This is an optimization exercise on Yosys and OpenROAD, whose aim is small area, a short achievable clock period and few clock cycles per item, not a production implementation.
Only simulation tests tie the RTL to the original design; equivalence was not proved.
Power figures rest on the tool's default switching activity, not on a simulated workload.

## fpadder
module fpadder (output logic [31:0] sum, output logic ready,
                input logic [31:0] a, input logic clock, nreset);
export LEC_CHECK = 0
export ABC_AREA = 1
export CAP_MARGIN = 20
export CORE_MARGIN = 2
export CORE_UTILIZATION = 50
export SLEW_MARGIN = 20
create_clock -name core_clock -period 20.0 [get_ports {clock}]
standard.sh (not shown) runs the stock make flow with config.mk's settings and CLKGATE_MAP_FILE= SYNTH_SCRIPT=/design/flow/synth_recipe.tcl, a recipe that flattens the netlist after the stock synthesis.
==> flow/flow/run.sh <==
#!/bin/bash
# Standard ORFS flow (the standard.sh, run unchanged) with these changes
# to how the layout is made, passed as make variables:
#  - ADDER_MAP_FILE= : synthesis leaves adders as plain gates for ABC to map
#    (no extraction into ripple chains of full/half adder cells);
#  - SETUP_SLACK_MARGIN : repair_timing is asked to leave a setup margin, so
#    it shortens the critical path well below the clock period;
#  - BUFFER_PORTS_ARGS : the port buffers use a plain buffer cell instead of
#    the delay cell that buffer_ports picks by default.
# All tool output goes to standard.log and ORFS's own logs under orfs/logs.
set -uo pipefail
bash standard.sh SETUP_SLACK_MARGIN=12 "BUFFER_PORTS_ARGS=-buffer_cell sky130_fd_sc_hd__buf_2" ADDER_MAP_FILE= finish > standard.log 2>&1
The first run finished clean.
Testbench counts at the start, summed over its fixed seeds: cycles 9,600, items 3,200.
Then changed:
--- a/flow/flow/run.sh
+++ b/flow/flow/run.sh
@@ -11,2 +11,2 @@
 set -uo pipefail
-bash standard.sh SETUP_SLACK_MARGIN=12 "BUFFER_PORTS_ARGS=-buffer_cell sky130_fd_sc_hd__buf_2" ADDER_MAP_FILE= finish > standard.log 2>&1
+bash standard.sh SETUP_SLACK_MARGIN=12.25 "BUFFER_PORTS_ARGS=-buffer_cell sky130_fd_sc_hd__buf_1" ADDER_MAP_FILE= finish > standard.log 2>&1
CTS_BUF_LIST = sky130_fd_sc_hd__clkbuf_8   (was unset)
PLACE_DENSITY = 0.8   (was unset)
TNS_END_PERCENT = 0   (was unset)
=> The changed run finished clean; worst hold slack gains 0.0053 ns; area after synthesis does not change; final area went down by about 0.4%; die area does not change; synthesized cell count does not change; power fell by 6.3%; flip-flop and latch count stays the same; count of clock-buffer cells in the layout stays the same; worst setup slack improves by 0.22 ns; first-iteration DRC count grows by about 4%.
Then changed:
--- a/flow/flow/run.sh
+++ b/flow/flow/run.sh
@@ -11,2 +11,2 @@
 set -uo pipefail
-bash standard.sh SETUP_SLACK_MARGIN=12.25 "BUFFER_PORTS_ARGS=-buffer_cell sky130_fd_sc_hd__buf_1" ADDER_MAP_FILE= finish > standard.log 2>&1
+bash standard.sh SETUP_SLACK_MARGIN=12.75 "BUFFER_PORTS_ARGS=-buffer_cell sky130_fd_sc_hd__buf_1" ADDER_MAP_FILE= finish > standard.log 2>&1
PLACE_DENSITY = unset   (was 0.8)
Setup slack improved by 0.20 ns. Global-route usage came out higher by 3.9 points. Clock power is about the same. Via count came out higher by 1.0%. Wire length came out higher by 12%. Total power came out higher by 3.0%. Sequential share of layout area came out lower by 0.78 points.
Then changed:
--- a/flow/flow/run.sh
+++ b/flow/flow/run.sh
@@ -11,2 +11,2 @@
 set -uo pipefail
-bash standard.sh SETUP_SLACK_MARGIN=12.75 "BUFFER_PORTS_ARGS=-buffer_cell sky130_fd_sc_hd__buf_1" ADDER_MAP_FILE= finish > standard.log 2>&1
+bash standard.sh SETUP_SLACK_MARGIN=13 "BUFFER_PORTS_ARGS=-buffer_cell sky130_fd_sc_hd__buf_2" ADDER_MAP_FILE= finish > standard.log 2>&1
CTS_BUF_LIST = unset   (was sky130_fd_sc_hd__clkbuf_8)
TNS_END_PERCENT = unset   (was 0)
=>
- non-clock buffer count grows by 52
- worst setup slack loses 0.086 ns
- synthesized cell count is unchanged
- clock-buffer cell count is unchanged

* * *

The RTL this note starts from:
==> flow/design.v <==
module fpadder (output logic [31:0] sum, output logic ready,
                input logic [31:0] a, input logic clock, nreset);
    logic [1:0] state;
    always_ff @(posedge clock, negedge nreset)
        if (!nreset) state <= 2'b00;
        else         state <= {state[1] ^ state[0], state[1] | ~state[0]};
    assign ready = state[1] & state[0];
    logic load;
    assign load = state[1] & ~state[0];
    logic [31:0] n;
    always_ff @(posedge clock) n <= a;
    function automatic logic less(input logic [31:0] x, input logic [31:0] y);
        logic [31:0] g, p;
        g = ~x & y;
        p = ~x | y;
        for (int w = 1; w < 32; w = w * 2)
            for (int j = 0; j + w < 32; j += 2 * w) begin
                g[j + 2*w - 1] = g[j + 2*w - 1] | (p[j + 2*w - 1] & g[j + w - 1]);
                p[j + 2*w - 1] = p[j + 2*w - 1] & p[j + w - 1];
            end
        less = g[31];
    endfunction
    function automatic logic [4:0] lzc32(input logic [31:0] x);
        logic [15:0] z1, c1;
        logic [7:0]  z2;
        logic [7:0][1:0] c2;
        logic [3:0]  z3;
        logic [3:0][2:0] c3;
        logic [1:0]  z4;
        logic [1:0][3:0] c4;
        for (int i = 0; i < 16; i++) begin
            z1[i] = ~x[2*i+1] & ~x[2*i];
            c1[i] = ~x[2*i+1];
        end
        for (int i = 0; i < 8; i++) begin
            z2[i] = z1[2*i+1] & z1[2*i];
            c2[i] = z1[2*i+1] ? {1'b1, c1[2*i]} : {1'b0, c1[2*i+1]};
        end
        for (int i = 0; i < 4; i++) begin
            z3[i] = z2[2*i+1] & z2[2*i];
            c3[i] = z2[2*i+1] ? {1'b1, c2[2*i]} : {1'b0, c2[2*i+1]};
        end
        for (int i = 0; i < 2; i++) begin
            z4[i] = z3[2*i+1] & z3[2*i];
            c4[i] = z3[2*i+1] ? {1'b1, c3[2*i]} : {1'b0, c3[2*i+1]};
        end
        lzc32 = z4[1] ? {1'b1, c4[0]} : {1'b0, c4[1]};
    endfunction
    function automatic logic [24:0] add25(input logic [24:0] x, input logic [24:0] y, input logic ci);
        logic [25:0] g, p, h;
        g = {x & y, ci};
        p = {x | y, 1'b0};
        h = {x ^ y, 1'b0};
        for (int k = 0; k < 5; k++)
            for (int i = 0; i < 26; i++)
                if ((i >> k) & 1) begin
                    g[i] = g[i] | (p[i] & g[((i >> k) << k) - 1]);
                    p[i] = p[i] & p[((i >> k) << k) - 1];
                end
        add25 = h[25:1] ^ g[24:0];
    endfunction
    logic [7:0]  em, en;
    logic [22:0] fm, fn;
    logic        sm, sn;
    assign {sm, em, fm} = a;
    assign {sn, en, fn} = n;
    logic nan_m, nan_n, inf_m, inf_n, sg, ege, mbig, nan1, inf1, spec, sub;
    logic [8:0]  dmn;
    logic [7:0]  dnm, d;
    logic [23:0] bg, sml, shifted;
    logic [24:0] s1;
    logic        sign1;
    logic [7:0]  exp1;
    always_comb begin
        nan_m = (em == 8'hff) & (fm != 0);
        nan_n = (en == 8'hff) & (fn != 0);
        inf_m = (em == 8'hff) & (fm == 0);
        inf_n = (en == 8'hff) & (fn == 0);
        sg    = (sm == sn);
        nan1  = nan_m | nan_n;
        inf1  = ~nan1 & (inf_m | inf_n) & ~(inf_m & inf_n & ~sg);
        spec  = nan1 | inf1;
        sub   = ~sg & ~spec;
        dmn   = {1'b0, em} - {1'b0, en};
        dnm   = en - em;
        ege   = ~less({24'b0, em}, {24'b0, en});
        d     = ege ? dmn[7:0] : dnm;
        mbig  = ~less({1'b0, a[30:0]}, {1'b0, n[30:0]});
        bg    = spec ? 24'hffffff : mbig ? {1'b1, fm} : {1'b1, fn};
        sml   = mbig ? {1'b1, fn} : {1'b1, fm};
        shifted = ((d[7:5] != 0) | spec) ? 24'b0 : (sml >> d[4:0]);
        s1    = add25({1'b0, bg}, {1'b0, shifted} ^ {25{sub}}, sub | inf1);
        exp1  = nan1 ? 8'h00 : inf1 ? 8'hff : (ege ? em : en) + 8'd1;    
        sign1 = ~nan1 & (mbig ? sm : sn);
    end
    logic [24:0] s;
    logic [7:0]  e;      
    logic        sgn;
    always_ff @(posedge clock)
        if (load) begin
            s   <= s1;
            e   <= exp1;
            sgn <= sign1;
        end
    logic [4:0]  lz;
    logic [24:0] norm;
    logic [31:0] x0, x1, x2, x3, x4, x5;
    logic [7:0]  eo;
    logic        zero, ovf;
    always_comb begin
        lz   = lzc32({s, 7'b1000000});
        x0 = {s, 7'b0};
        x1 = lz[4] ? {x0[15:0], 16'b0} : x0;
        x2 = lz[3] ? {x1[23:0], 8'b0} : x1;
        x3 = lz[2] ? {x2[27:0], 4'b0} : x2;
        x4 = lz[1] ? {x3[29:0], 2'b0} : x3;
        x5 = lz[0] ? {x4[30:0], 1'b0} : x4;
        norm = x5[31:7];
        eo   = e - {3'b0, lz};
        zero = (s == 0) | (s[24] & (e == 8'h01) & (s[22:0] == 0));
        ovf  = s[24] & (e == 8'hff);
        if (ovf)             sum = {sgn, 8'hff, 23'h0};
        else if (zero)       sum = 32'h0;
        else                 sum = {sgn, eo, norm[23:1]};
    end
endmodule
==> flow/config.mk <==
export PLATFORM = sky130hd
export DESIGN_NAME = fpadder
export DESIGN_NICKNAME = fpadder
export VERILOG_FILES = /design/flow/design.v
export SDC_FILE = /design/flow/constraint.sdc
export NUM_CORES = 4
export LEC_CHECK = 0
export ABC_AREA = 1
export CAP_MARGIN = 20
export CORE_MARGIN = 2
export CORE_UTILIZATION = 50
export CTS_BUF_LIST = sky130_fd_sc_hd__clkbuf_8
export SLEW_MARGIN = 20
export TNS_END_PERCENT = 0
==> flow/constraint.sdc <==
create_clock -name core_clock -period 20.0 [get_ports {clock}]
set_input_delay 4.0000 -clock core_clock [delete_from_list [all_inputs] [get_ports {clock}]]
set_output_delay 4.0000 -clock core_clock [all_outputs]
set_load 0.01 [all_outputs]
==> flow/flow/run.sh <==
#!/bin/bash
# Standard ORFS flow (the standard.sh, run unchanged) with these changes
# to how the layout is made, passed as make variables:
#  - ADDER_MAP_FILE= : synthesis leaves adders as plain gates for ABC to map
#    (no extraction into ripple chains of full/half adder cells);
#  - SETUP_SLACK_MARGIN : repair_timing is asked to leave a setup margin, so
#    it shortens the critical path well below the clock period;
#  - BUFFER_PORTS_ARGS : the port buffers use a plain buffer cell instead of
#    the delay cell that buffer_ports picks by default.
# All tool output goes to standard.log and ORFS's own logs under orfs/logs.
set -uo pipefail
bash standard.sh SETUP_SLACK_MARGIN=12.75 "BUFFER_PORTS_ARGS=-buffer_cell sky130_fd_sc_hd__buf_1" ADDER_MAP_FILE= finish > standard.log 2>&1
The first run finished clean.
Testbench counts at the start, summed over its fixed seeds: cycles 9,600, items 3,200.
Next try:
--- a/flow/flow/run.sh
+++ b/flow/flow/run.sh
@@ -10,3 +10,3 @@
 # All tool output goes to standard.log and ORFS's own logs under orfs/logs.
 set -uo pipefail
-bash standard.sh SETUP_SLACK_MARGIN=12.75 "BUFFER_PORTS_ARGS=-buffer_cell sky130_fd_sc_hd__buf_1" ADDER_MAP_FILE= finish > standard.log 2>&1
+bash standard.sh SETUP_SLACK_MARGIN=12.0 "BUFFER_PORTS_ARGS=-buffer_cell sky130_fd_sc_hd__buf_1" ADDER_MAP_FILE= finish > standard.log 2>&1
Result: Count of clock-buffer cells in the layout is unchanged. Cell area decreases by 9.2%. Cell count decreases by 3.6%. Worst setup slack got worse by 0.30 ns. Area after synthesis does not change. Critical path depth increases by 8.
Next try:
--- a/flow/flow/run.sh
+++ b/flow/flow/run.sh
@@ -10,3 +10,3 @@
 # All tool output goes to standard.log and ORFS's own logs under orfs/logs.
 set -uo pipefail
-bash standard.sh SETUP_SLACK_MARGIN=12.0 "BUFFER_PORTS_ARGS=-buffer_cell sky130_fd_sc_hd__buf_1" ADDER_MAP_FILE= finish > standard.log 2>&1
+bash standard.sh SETUP_SLACK_MARGIN=12.25 "BUFFER_PORTS_ARGS=-buffer_cell sky130_fd_sc_hd__buf_1" ADDER_MAP_FILE= finish > standard.log 2>&1
Settings changed: PLACE_DENSITY from default to 0.8.
Sequential power hardly moves. Wire length goes down by a few percent. Maximum frequency is higher slightly. Clock-buffer cell count came out lower by 3. Power fell slightly. Sequential share of layout area goes down by 0.30 points. Area after synthesis does not change. Utilization goes up by 0.92 points. Combinational power barely changes. Flip-flop and latch count does not change. Final cell count grows slightly.
Next try:
Settings changed: CORE_UTILIZATION 50 to 60, GPL_ROUTABILITY_DRIVEN from default to 0, PLACE_DENSITY 0.8 to 0.9.
What happened:
- The changed run completed with no timing, DRC or antenna violations
- design area came out lower by 0.81%
- clock skew is about the same
- utilization came out higher by 11 points
- area after synthesis stays the same
- wire length is about the same
- flip-flop and latch count does not change
- sequential power hardly moves
- count of clock-buffer cells in the layout came out higher by 1
- power came out lower by 0.34%
- combinational power is about the same
- worst setup slack gets worse by 0.041 ns

* * *

Setup of red:
RTL: the design.v shown in full above, as it stands there.
clock: 20.0 ns
lec_check: 0
abc_area: 1
cap_margin: 20
core_margin: 2
core_utilization: 50
cts_buf_list: sky130_fd_sc_hd__clkbuf_8
slew_margin: 20
tns_end_percent: 0
==> flow/flow/run.sh <==
#!/bin/bash
# Standard ORFS flow (the standard.sh, run unchanged) with these changes
# to how the layout is made, passed as make variables:
#  - ADDER_MAP_FILE= : synthesis leaves adders as plain gates for ABC to map
#    (no extraction into ripple chains of full/half adder cells);
#  - SETUP_SLACK_MARGIN : repair_timing is asked to leave a setup margin, so
#    it shortens the critical path well below the clock period;
#  - BUFFER_PORTS_ARGS : the port buffers use a plain buffer cell instead of
#    the delay cell that buffer_ports picks by default.
# All tool output goes to standard.log and ORFS's own logs under orfs/logs.
set -uo pipefail
bash standard.sh SETUP_SLACK_MARGIN=12.5 "BUFFER_PORTS_ARGS=-buffer_cell sky130_fd_sc_hd__buf_1" ADDER_MAP_FILE= finish > standard.log 2>&1
In summary, red completed successfully, with a layout that passed the timing, DRC and antenna checks.
Testbench counts of red, summed over its fixed seeds: cycles 9,600, items 3,200.
Relative to red, the following input files were edited for blue:
Settings: setting PLACE_DENSITY to 0.8 for the first time; setting GPL_ROUTABILITY_DRIVEN to 0 for the first time.
-- flow/flow/run.sh --
<<< red, line 10
# All tool output goes to standard.log and ORFS's own logs under orfs/logs.
set -uo pipefail
bash standard.sh SETUP_SLACK_MARGIN=12.5 "BUFFER_PORTS_ARGS=-buffer_cell sky130_fd_sc_hd__buf_1" ADDER_MAP_FILE= finish > standard.log 2>&1
>>> blue, line 10
# All tool output goes to standard.log and ORFS's own logs under orfs/logs.
set -uo pipefail
bash standard.sh SETUP_SLACK_MARGIN=12.0 "BUFFER_PORTS_ARGS=-buffer_cell sky130_fd_sc_hd__buf_1" ADDER_MAP_FILE= finish > standard.log 2>&1
[summary]
Re mapped cell area: no difference whatsoever between blue and red. Changes observed in blue relative to red: total of clock buffers placed in the layout shrank by 3, total power shrank by 9.0%, final number of setup-violating endpoints held steady, routed wire length shrank by 16%.

* * *

Starts from the design.v that is shown in full above.
Settings: LEC_CHECK=0, ABC_AREA=1, CAP_MARGIN=20, CORE_MARGIN=2, CORE_UTILIZATION=50, CTS_BUF_LIST=sky130_fd_sc_hd__clkbuf_8, GPL_ROUTABILITY_DRIVEN=0, SLEW_MARGIN=20, TNS_END_PERCENT=0; clock period 20.0 ns.
==> flow/flow/run.sh <==
#!/bin/bash
# Standard ORFS flow (the standard.sh, run unchanged) with these changes
# to how the layout is made, passed as make variables:
#  - ADDER_MAP_FILE= : synthesis leaves adders as plain gates for ABC to map
#    (no extraction into ripple chains of full/half adder cells);
#  - SETUP_SLACK_MARGIN : repair_timing is asked to leave a setup margin, so
#    it shortens the critical path well below the clock period;
#  - BUFFER_PORTS_ARGS : the port buffers use a plain buffer cell instead of
#    the delay cell that buffer_ports picks by default.
# All tool output goes to standard.log and ORFS's own logs under orfs/logs.
set -uo pipefail
bash standard.sh SETUP_SLACK_MARGIN=12.25 "BUFFER_PORTS_ARGS=-buffer_cell sky130_fd_sc_hd__buf_1" ADDER_MAP_FILE= finish > standard.log 2>&1
Testbench counts at the start, summed over its fixed seeds: cycles 9,600, items 3,200.
Edit:
PLACE_DENSITY = 0.8   (was unset)
Outcome: Synthesized area does not change. Cell area drops by 1.6%. First-iteration DRC count climbs by 34%. Global-route usage drops by 3.5 points. Die area does not change. Hold slack stays flat. Setup slack loses 0.083 ns. Sequential cell count is unchanged. Critical path depth drops by 1. Final cell count hardly moves.

[what the ideal ports hide]
Ports are ideal in the flow. The routed layouts listed here were re-timed in OpenROAD.
Step 1 (the two cells are an assumption about what drives the block):
set clk [get_ports {clock}]
set_driving_cell -lib_cell sky130_fd_sc_hd__clkbuf_16 $clk
set_driving_cell -lib_cell sky130_fd_sc_hd__buf_2 [delete_from_list [all_inputs] $clk]
Step 2 moves the port delays by t, midway between the first and last clock arrival at a register: inputs arrive t later, outputs are due t later. That takes back most of the time a late clock gives input paths.
Three values: ideal ports, drivers, drivers and shift; two values: the first two.
run	shift t [ns]	setup slack, ns	worst setup path at the end	cell pins on the clock port's net
the first run of note 1	0.396	12.306 / 12.262 / 12.018	input to register	1
the second run of note 1	0.415	12.525 / 12.489 / 12.253	input to register	1
the third run of note 1	0.420	12.724 / 12.683 / 12.412	input to register	1
the fourth run of note 1	0.397	12.638 / 12.594 / 12.618	input to register	1
the first run of note 2	0.404	12.636 / 12.595 / 12.373	input to register	1
the second run of note 2	0.404	12.339 / 12.308 / 11.939	input to register	1
the third run of note 2	0.420	12.472 / 12.430 / 12.106	input to register	1
the fourth run of note 2	0.419	12.431 / 12.395 / 12.092	input to register	1
red	0.401	12.635 / 12.594 / 12.373	input to register	1
blue	0.412	12.298 / 12.262 / 11.960	input to register	1
the first run of note 4	0.420	12.505 / 12.464 / 12.147	input to register	1
the second run of note 4	0.414	12.422 / 12.386 / 12.191	input to register	1
After both steps setup and hold are still met in every run listed. The setup slack of the second run of note 2, which loses most, moves by -0.031 ns with the drivers and by -0.400 ns with both steps.
